This design comes from an exercise in tuning for small area, a short achievable clock period and few clock cycles on the open sky130 flow, not from production work. Where RTL was checked, it was by simulation tests only, not by an equivalence proof against the original.

the reference run:
==> flow/design.v <==
`timescale 1ns/1ps
module RISC_V(clk, rst, mem_addr, mem_wdata, mem_we, mem_rdata);
    input clk, rst;
    input  [15:0] mem_rdata;
    output [15:0] mem_addr;
    output [15:0] mem_wdata;
    output        mem_we;
    reg  [15:0] fa;         
    reg  [15:0] ir;         
    reg  [7:0]  sa, sb;     
    reg         iv;         
    reg  [15:0] alt;        
    reg         mem;        
    reg  [15:0] ea;         
    reg  [15:0] wdata;      
    reg  [2:0]  mrd;        
    reg         mst;        
    reg  [15:0] rf [0:7];
    integer k;
    wire [15:0] w      = mem_rdata;
    wire        w_jump = (w[14:12] == 3'b100);
    wire        w_br   = (w[14:12] == 3'b011);
    wire        w_pt   = w_br & w[15];                  
    wire [15:0] w_imm  = w_jump ? {{4{w[15]}}, w[11:0]}
                                : {{12{w[15]}}, w[9], w[2:0]};
    wire [15:0] tcomb  = fa + w_imm;
    wire [15:0] fa2    = fa + 16'd2;
    wire [2:0] op  = ir[14:12];
    wire [2:0] f3  = ir[2:0];
    wire       exv = iv & ~mem;
    wire is_r  = (op == 3'b000);
    wire is_l  = (op == 3'b001);
    wire is_s  = (op == 3'b010);
    wire is_b  = (op == 3'b011);
    wire is_i  = (op == 3'b101);
    reg [15:0] a, b;
    always @(*) begin
        a = 16'd0;
        b = 16'd0;
        for (k = 0; k < 8; k = k + 1) begin
            a = a | ({16{sa[k]}} & rf[k]);
            b = b | ({16{sb[k]}} & rf[k]);
        end
    end
    wire [15:0] immI = {{10{ir[15]}}, ir[8:6], ir[2:0]};
    wire [15:0] immS = {{10{ir[15]}}, ir[5:0]};
    wire        sub  = is_b | (is_r & ~f3[2] & (f3[1] | f3[0]));
    wire [15:0] op2  = (is_r | is_b) ? (sub ? ~b : b) : (is_s ? immS : immI);
    wire [15:0] sum  = a + op2 + {15'd0, sub};
    wire        lt   = (a[15] ^ b[15]) ? a[15] : sum[15];
    wire        eq   = (a == b);
    reg [15:0] res;
    always @(*) begin
        if (is_r & (f3 == 3'b111))      res = a & b;
        else if (is_r & (f3 == 3'b110)) res = a | b;
        else if (is_r & (f3 == 3'b010)) res = {15'd0, lt};
        else                            res = sum;
    end
    wire taken    = ir[11] ? lt : (eq ^ ir[10]);
    wire redirect = exv & is_b & (taken ^ ir[15]);
    wire        ex_we = exv & (is_r | is_i);
    wire        wen   = mem ? ~mst : ex_we;
    wire [2:0]  wa    = mem ? mrd : ir[11:9];
    wire [15:0] wd    = mem ? mem_rdata : res;
    always @(posedge clk)
        if (wen) rf[wa] <= wd;
    always @(posedge clk or posedge rst) begin
        if (rst) begin
            fa  <= 16'd0;
            iv  <= 1'b0;
            mem <= 1'b0;
        end else begin
            mem <= exv & (is_l | is_s);
            if (~mem) begin
                if (redirect) begin
                    fa <= alt;
                    iv <= 1'b0;
                end else begin
                    fa <= (w_jump | w_pt) ? tcomb : fa2;
                    iv <= 1'b1;
                end
            end
        end
    end
    always @(posedge clk) begin
        if (~mem) begin
            ir  <= w;
            alt <= w_pt ? fa2 : tcomb;
            for (k = 0; k < 8; k = k + 1) begin
                sa[k] <= (w[5:3] == k);
                sb[k] <= (w[8:6] == k);
            end
        end
        ea    <= sum;
        wdata <= b;
        mrd   <= ir[11:9];
        mst   <= is_s;
    end
    assign mem_addr  = mem ? ea : fa;
    assign mem_wdata = wdata;
    assign mem_we    = mem & mst;
endmodule
Settings: LEC_CHECK=0, CAP_MARGIN=20, CORE_MARGIN=2, CORE_UTILIZATION=40, SLEW_MARGIN=20; clock period 8.0 ns.
run.sh (not shown) runs the stock make flow with config.mk's settings and CLKGATE_MAP_FILE= SYNTH_SCRIPT=/design/flow/synth_recipe.tcl, a recipe that flattens the netlist after the stock synthesis.
[inputs] the trial run vs the reference run
--- a/flow/design.v
+++ b/flow/design.v
@@ -5,20 +5,17 @@
     output [15:0] mem_addr;
     output [15:0] mem_wdata;
     output        mem_we;
     reg  [15:0] fa;         
     reg  [15:0] ir;         
-    reg  [7:0]  sa, sb;     
     reg         iv;         
     reg  [15:0] alt;        
     reg         mem;        
     reg  [15:0] ea;         
-    reg  [15:0] wdata;      
-    reg  [2:0]  mrd;        
+    reg  [2:0]  midx;       
     reg         mst;        
     reg  [15:0] rf [0:7];
-    integer k;
     wire [15:0] w      = mem_rdata;
     wire        w_jump = (w[14:12] == 3'b100);
     wire        w_br   = (w[14:12] == 3'b011);
     wire        w_pt   = w_br & w[15];                  
     wire [15:0] w_imm  = w_jump ? {{4{w[15]}}, w[11:0]}
@@ -31,19 +28,13 @@
     wire is_r  = (op == 3'b000);
     wire is_l  = (op == 3'b001);
     wire is_s  = (op == 3'b010);
     wire is_b  = (op == 3'b011);
     wire is_i  = (op == 3'b101);
-    reg [15:0] a, b;
-    always @(*) begin
-        a = 16'd0;
-        b = 16'd0;
-        for (k = 0; k < 8; k = k + 1) begin
-            a = a | ({16{sa[k]}} & rf[k]);
-            b = b | ({16{sb[k]}} & rf[k]);
-        end
-    end
+    wire [2:0]  ra2 = mem ? midx : ir[8:6];
+    wire [15:0] a   = rf[ir[5:3]];
+    wire [15:0] b   = rf[ra2];
     wire [15:0] immI = {{10{ir[15]}}, ir[8:6], ir[2:0]};
     wire [15:0] immS = {{10{ir[15]}}, ir[5:0]};
     wire        sub  = is_b | (is_r & ~f3[2] & (f3[1] | f3[0]));
     wire [15:0] op2  = (is_r | is_b) ? (sub ? ~b : b) : (is_s ? immS : immI);
     wire [15:0] sum  = a + op2 + {15'd0, sub};
@@ -58,11 +49,11 @@
     end
     wire taken    = ir[11] ? lt : (eq ^ ir[10]);
     wire redirect = exv & is_b & (taken ^ ir[15]);
     wire        ex_we = exv & (is_r | is_i);
     wire        wen   = mem ? ~mst : ex_we;
-    wire [2:0]  wa    = mem ? mrd : ir[11:9];
+    wire [2:0]  wa    = mem ? midx : ir[11:9];
     wire [15:0] wd    = mem ? mem_rdata : res;
     always @(posedge clk)
         if (wen) rf[wa] <= wd;
     always @(posedge clk or posedge rst) begin
         if (rst) begin
@@ -84,19 +75,14 @@
     end
     always @(posedge clk) begin
         if (~mem) begin
             ir  <= w;
             alt <= w_pt ? fa2 : tcomb;
-            for (k = 0; k < 8; k = k + 1) begin
-                sa[k] <= (w[5:3] == k);
-                sb[k] <= (w[8:6] == k);
-            end
         end
-        ea    <= sum;
-        wdata <= b;
-        mrd   <= ir[11:9];
-        mst   <= is_s;
+        ea   <= sum;
+        midx <= is_s ? ir[8:6] : ir[11:9];
+        mst  <= is_s;
     end
     assign mem_addr  = mem ? ea : fa;
-    assign mem_wdata = wdata;
+    assign mem_wdata = b;
     assign mem_we    = mem & mst;
 endmodule
Findings:
Comparing transition time at the pin with the least slew margin for the trial run and the reference run, the bigger number came from the reference run.
Looking at post-layout worst setup margin across both flows, the trial run is the weaker of the two, with the reference run ahead.
Routed wire in the trial run totals less than in the reference run.
Summary of the comparison: summed area of non-filler cells in the final layout is lower in the trial run, relative to the reference run.
The trial run -> the reference run: source-to-sink clock delay at the later pin of the worst-skew pair flat
The run showing the smaller multi-input combinational cell count is the trial run.
Looking at clock period minus final worst setup slack, the trial run sits 0.70 ns higher than the reference run does.
The trial run vs the reference run — fraction of area in multi-input gates rose 6.3 points.
The trial run against the reference run: achievable clock frequency lower; CTS sink count lower; final clock period utilization by the worst path higher.
Function was not checked in any run of this note: the RTL went through the layout flow alone.

* * *

== run B ==
Starts from the design.v that is shown in full above.
Settings: LEC_CHECK=0, CAP_MARGIN=20, CORE_MARGIN=2, CORE_UTILIZATION=40, SETUP_SLACK_MARGIN=4, SLEW_MARGIN=20; clock period 8.0 ns.
For run D, these inputs were changed with respect to run B:
==> flow/design.v, changed modules only <==
module RISC_V(clk, rst, mem_addr, mem_wdata, mem_we, mem_rdata);
    input clk, rst;
    input  [15:0] mem_rdata;
    output [15:0] mem_addr;
    output [15:0] mem_wdata;
    output        mem_we;
    reg  [15:1] fa;         
    reg  [15:0] ir;         
    reg  [7:0]  sa, sb;     
    reg         iv;         
    reg         mem;        
    reg  [15:0] ea;         
    reg  [2:0]  mrd;        
    reg         mst;        
    reg  [15:0] rf [0:7];
    integer k;
    wire [15:0] w      = mem_rdata;
    wire        w_jump = (w[14:12] == 3'b100);
    wire        w_pt   = (w[14:12] == 3'b011) & w[15];   
    wire [15:1] inc    = w_jump ? {{4{w[15]}}, w[11:1]} :
                         w_pt   ? {{12{w[15]}}, w[9], w[2:1]} : 15'd1;
    wire [15:1] fnext  = fa + inc;
    wire [2:0] op  = ir[14:12];
    wire [2:0] f3  = ir[2:0];
    wire       exv = iv & ~mem;
    wire is_r  = (op == 3'b000);
    wire is_l  = (op == 3'b001);
    wire is_s  = (op == 3'b010);
    wire is_b  = (op == 3'b011);
    wire is_i  = (op == 3'b101);
    reg [15:0] a, b;
    always @(*) begin
        a = 16'd0;
        b = 16'd0;
        for (k = 0; k < 8; k = k + 1) begin
            a = a | ({16{sa[k]}} & rf[k]);
            b = b | ({16{sb[k]}} & rf[k]);
        end
    end
    wire [15:0] immI = {{10{ir[15]}}, ir[8:6], ir[2:0]};
    wire [15:0] immS = {{10{ir[15]}}, ir[5:0]};
    wire        sub  = is_b | (is_r & ~f3[2] & (f3[1] | f3[0]));
    wire [15:0] op2  = (is_r | is_b) ? (sub ? ~b : b) : (is_s ? immS : immI);
    wire [15:0] sum  = a + op2 + {15'd0, sub};
    wire        lt   = (a[15] ^ b[15]) ? a[15] : sum[15];
    wire        eq   = (a == b);
    reg [15:0] res;
    always @(*) begin
        if (is_r & (f3 == 3'b111))      res = a & b;
        else if (is_r & (f3 == 3'b110)) res = a | b;
        else if (is_r & (f3 == 3'b010)) res = {15'd0, lt};
        else                            res = sum;
    end
    wire [4:0]  bimm  = {ir[15], ir[15], ir[9], ir[2:1]};         
    wire [4:0]  boff  = ir[15] ? (5'd1 - bimm) : (bimm - 5'd1);
    wire [15:1] alt   = fa + {{10{boff[4]}}, boff};
    wire taken    = ir[11] ? lt : (eq ^ ir[10]);
    wire redirect = exv & is_b & (taken ^ ir[15]);
    wire        ex_we = exv & (is_r | is_i);
    wire        wen   = mem ? ~mst : ex_we;
    wire [2:0]  wa    = mem ? mrd : ir[11:9];
    wire [15:0] wd    = mem ? mem_rdata : res;
    always @(posedge clk)
        if (wen) rf[wa] <= wd;
    always @(posedge clk or posedge rst) begin
        if (rst) begin
            fa  <= 15'd0;
            iv  <= 1'b0;
            mem <= 1'b0;
        end else begin
            mem <= exv & (is_l | is_s);
            if (~mem) begin
                fa <= redirect ? alt : fnext;
                iv <= ~redirect;
            end
        end
    end
    wire keep_b = mem | (exv & is_s);
    always @(posedge clk) begin
        if (~mem)
            ir <= w;
        for (k = 0; k < 8; k = k + 1) begin
            sa[k] <= mem ? (ir[5:3] == k) : (w[5:3] == k);
            sb[k] <= keep_b ? (ir[8:6] == k) : (w[8:6] == k);
        end
        ea  <= sum;
        mrd <= ir[11:9];
        mst <= is_s;
    end
    assign mem_addr  = mem ? ea : {fa, 1'b0};
    assign mem_wdata = b;
    assign mem_we    = mem & mst;
endmodule
==> summary.txt <==
Going from run B to run D, final critical-path setup slack moved down; share of synthesized area occupied by flip-flops and latches moved down; average wire per standard cell moved down. Side by side, share of the synthesized area in compound gates (AO/OA/AOI/OAI) turned out lower in run D than in run B. Run comparison: run D capturing instance or port of the critical path fa[15]; run B capturing instance or port of the critical path rf[1][12]. Comparing the two runs side by side, run D comes out ahead of run B on final standard cell area without fillers. Run D does better than run B on clock skew.
No run of this note included a check of the RTL's function; only the layout flow was run.

* * *

RISC_V, a different RTL version from the one above (not shown whole).
For scale: roughly 1,500 cells after synthesis, about 200 flip-flops.
==> module RISC_V, before the edit <==
module RISC_V(clk, rst, mem_addr, mem_wdata, mem_we, mem_rdata);
    input clk, rst;
    input  [15:0] mem_rdata;
    output [15:0] mem_addr;
    output [15:0] mem_wdata;
    output        mem_we;
    reg  [15:1] fa;         
    reg  [15:0] ir;         
    reg  [7:0]  sa, sb;     
    reg         iv;         
    reg         mem;        
    reg  [15:0] ea;         
    reg  [2:0]  mrd;        
    reg         mst;        
    reg  [15:0] rf [0:7];
    integer k;
    wire [15:0] w      = mem_rdata;
    wire        w_jump = (w[14:12] == 3'b100);
    wire        w_pt   = (w[14:12] == 3'b011) & w[15];   
    wire [15:5] hp1    = fa[15:5] + 11'd1;
    wire [15:5] hm1    = fa[15:5] - 11'd1;
    wire [4:0]  lp1    = {1'b0, fa[4:1]} + 5'd1;
    wire [15:1] fp1    = {lp1[4] ? hp1 : fa[15:5], lp1[3:0]};
    wire [15:1] tj     = fa + {{4{w[15]}}, w[11:1]};
    wire [4:0]  blo    = {1'b0, fa[4:1]} + {2'b01, w[9], w[2:1]};
    wire [15:1] tb     = {blo[4] ? fa[15:5] : hm1, blo[3:0]};
    wire [15:1] fnext  = w_jump ? tj : w_pt ? tb : fp1;
    wire [2:0] op  = ir[14:12];
    wire [2:0] f3  = ir[2:0];
    wire       exv = iv & ~mem;
    wire is_r  = (op == 3'b000);
    wire is_l  = (op == 3'b001);
    wire is_s  = (op == 3'b010);
    wire is_b  = (op == 3'b011);
    wire is_i  = (op == 3'b101);
    reg [15:0] a, b;
    always @(*) begin
        a = 16'd0;
        b = 16'd0;
        for (k = 0; k < 8; k = k + 1) begin
            a = a | ({16{sa[k]}} & rf[k]);
            b = b | ({16{sb[k]}} & rf[k]);
        end
    end
    wire [15:0] immI = {{10{ir[15]}}, ir[8:6], ir[2:0]};
    wire [15:0] immS = {{10{ir[15]}}, ir[5:0]};
    wire        sub  = is_b | (is_r & ~f3[2] & (f3[1] | f3[0]));
    wire [15:0] op2  = (is_r | is_b) ? b : (is_s ? immS : immI);
    wire [15:0] sx   = {16{sub}};
    wire [15:0] sum  = sx ^ ((a ^ sx) + op2);
    wire        lt   = (a[15] ^ b[15]) ? a[15] : sum[15];
    wire        eq   = (a == b);
    reg [15:0] res;
    always @(*) begin
        if (is_r & (f3 == 3'b111))      res = a & b;
        else if (is_r & (f3 == 3'b110)) res = a | b;
        else if (is_r & (f3 == 3'b010)) res = {15'd0, lt};
        else                            res = sum;
    end
    wire [4:0]  bimm  = {ir[15], ir[15], ir[9], ir[2:1]};         
    wire [4:0]  boff  = ir[15] ? (5'd1 - bimm) : (bimm - 5'd1);
    wire [5:0]  alo   = {2'b00, fa[4:1]} + {boff[4], boff};
    wire [15:1] alt   = {alo[5] ? hm1 : alo[4] ? hp1 : fa[15:5], alo[3:0]};
    wire taken    = ir[11] ? lt : (eq ^ ir[10]);
    wire redirect = exv & is_b & (taken ^ ir[15]);
    wire        ex_we = exv & (is_r | is_i);
    wire        wen   = mem ? ~mst : ex_we;
    wire [2:0]  wa    = mem ? mrd : ir[11:9];
    wire [15:0] wd    = mem ? mem_rdata : res;
    always @(posedge clk)
        if (wen) rf[wa] <= wd;
    always @(posedge clk or posedge rst) begin
        if (rst) begin
            fa  <= 15'd0;
            iv  <= 1'b0;
            mem <= 1'b0;
        end else begin
            mem <= exv & (is_l | is_s);
            if (~mem) begin
                fa <= ({15{redirect}} & alt) | ({15{~redirect}} & fnext);
                iv <= ~redirect;
            end
        end
    end
    wire keep_b = mem | (exv & is_s);
    always @(posedge clk) begin
        if (~mem)
            ir <= w;
        for (k = 0; k < 8; k = k + 1) begin
            sa[k] <= mem ? (ir[5:3] == k) : (w[5:3] == k);
            sb[k] <= keep_b ? (ir[8:6] == k) : (w[8:6] == k);
        end
        ea  <= sum;
        mrd <= ir[11:9];
        mst <= is_s;
    end
    assign mem_addr  = mem ? ea : {fa, 1'b0};
    assign mem_wdata = b;
    assign mem_we    = mem & mst;
endmodule
clock: 8.0 ns
lec_check: 0
abc_area: 1
cap_margin: 20
core_margin: 2
core_utilization: 40
setup_slack_margin: 4
slew_margin: 20
==> next run, changes <==
--- a/flow/design.v
+++ b/flow/design.v
@@ -18,14 +18,9 @@
     wire [15:0] w      = mem_rdata;
     wire        w_jump = (w[14:12] == 3'b100);
     wire        w_pt   = (w[14:12] == 3'b011) & w[15];   
-    wire [15:5] hp1    = fa[15:5] + 11'd1;
-    wire [15:5] hm1    = fa[15:5] - 11'd1;
-    wire [4:0]  lp1    = {1'b0, fa[4:1]} + 5'd1;
-    wire [15:1] fp1    = {lp1[4] ? hp1 : fa[15:5], lp1[3:0]};
-    wire [15:1] tj     = fa + {{4{w[15]}}, w[11:1]};
-    wire [4:0]  blo    = {1'b0, fa[4:1]} + {2'b01, w[9], w[2:1]};
-    wire [15:1] tb     = {blo[4] ? fa[15:5] : hm1, blo[3:0]};
-    wire [15:1] fnext  = w_jump ? tj : w_pt ? tb : fp1;
+    wire [15:1] inc    = w_jump ? {{4{w[15]}}, w[11:1]} :
+                         w_pt   ? {{12{w[15]}}, w[9], w[2:1]} : 15'd1;
+    wire [15:1] fnext  = fa + inc;
     wire [2:0] op  = ir[14:12];
     wire [2:0] f3  = ir[2:0];
     wire       exv = iv & ~mem;
@@ -46,9 +41,8 @@
     wire [15:0] immI = {{10{ir[15]}}, ir[8:6], ir[2:0]};
     wire [15:0] immS = {{10{ir[15]}}, ir[5:0]};
     wire        sub  = is_b | (is_r & ~f3[2] & (f3[1] | f3[0]));
-    wire [15:0] op2  = (is_r | is_b) ? b : (is_s ? immS : immI);
-    wire [15:0] sx   = {16{sub}};
-    wire [15:0] sum  = sx ^ ((a ^ sx) + op2);
+    wire [15:0] op2  = (is_r | is_b) ? (sub ? ~b : b) : (is_s ? immS : immI);
+    wire [15:0] sum  = a + op2 + {15'd0, sub};
     wire        lt   = (a[15] ^ b[15]) ? a[15] : sum[15];
     wire        eq   = (a == b);
     reg [15:0] res;
@@ -60,8 +54,7 @@
     end
     wire [4:0]  bimm  = {ir[15], ir[15], ir[9], ir[2:1]};         
     wire [4:0]  boff  = ir[15] ? (5'd1 - bimm) : (bimm - 5'd1);
-    wire [5:0]  alo   = {2'b00, fa[4:1]} + {boff[4], boff};
-    wire [15:1] alt   = {alo[5] ? hm1 : alo[4] ? hp1 : fa[15:5], alo[3:0]};
+    wire [15:1] alt   = fa + {{10{boff[4]}}, boff};
     wire taken    = ir[11] ? lt : (eq ^ ir[10]);
     wire redirect = exv & is_b & (taken ^ ir[15]);
     wire        ex_we = exv & (is_r | is_i);
Result: The new run finished clean. Area after synthesis decreases by 3.8%. Design area decreases by 2.4%. Utilization increases by 0.46 points. Clock skew hardly moves. Die area decreases by 3.8%. First-iteration DRC count increases by 1.9%. Hold slack is better by 0.012 ns. Wire length decreases by 7.5%. Synthesized cell count decreases by 5.3%. Setup slack is better by 0.026 ns. Via count decreases by 7.2%.
Testbench counts after the change, summed over its fixed seeds: cycles 40,390.
No functional check of the RTL was part of the first run of this note.

[separate check: timing with driven ports]
The results above use ideal ports. As a check the final layouts listed here were re-extracted and re-timed, cells and wires unchanged.
Step 1 (the two cells are an assumption about what drives the block):
set clk [get_ports {clk}]
set_driving_cell -lib_cell sky130_fd_sc_hd__clkbuf_16 $clk
set_driving_cell -lib_cell sky130_fd_sc_hd__buf_2 [delete_from_list [all_inputs] $clk]
Step 2 also shifts input and output timing later by t, the mid clock arrival at the registers, as if the neighbouring blocks saw the same clock.
Slacks: ideal ports / drivers / drivers and shift; pairs: ideal ports / drivers.
| run | t (ns) | slack for setup (ns) | pins driven straight from the clock port |
|---|---|---|---|
| the reference run | 0.588 | 2.423 / 2.446 / 1.858 | 1 |
| the trial run | 0.572 | 1.721 / 1.721 / 1.721 | 1 |
| run B | 0.591 | 3.876 / 3.876 / 3.355 | 1 |
| run D | 0.482 | 2.065 / 2.065 / 2.065 | 1 |
| the first run of note 3 | 0.489 | 4.055 / 4.005 / 3.743 | 1 |
| the second run of note 3 | 0.488 | 4.080 / 4.029 / 3.688 | 1 |
After both steps setup and hold are still met in every run listed. The setup slack of the reference run, which loses most, moves by +0.023 ns with the drivers and by -0.565 ns with both steps.
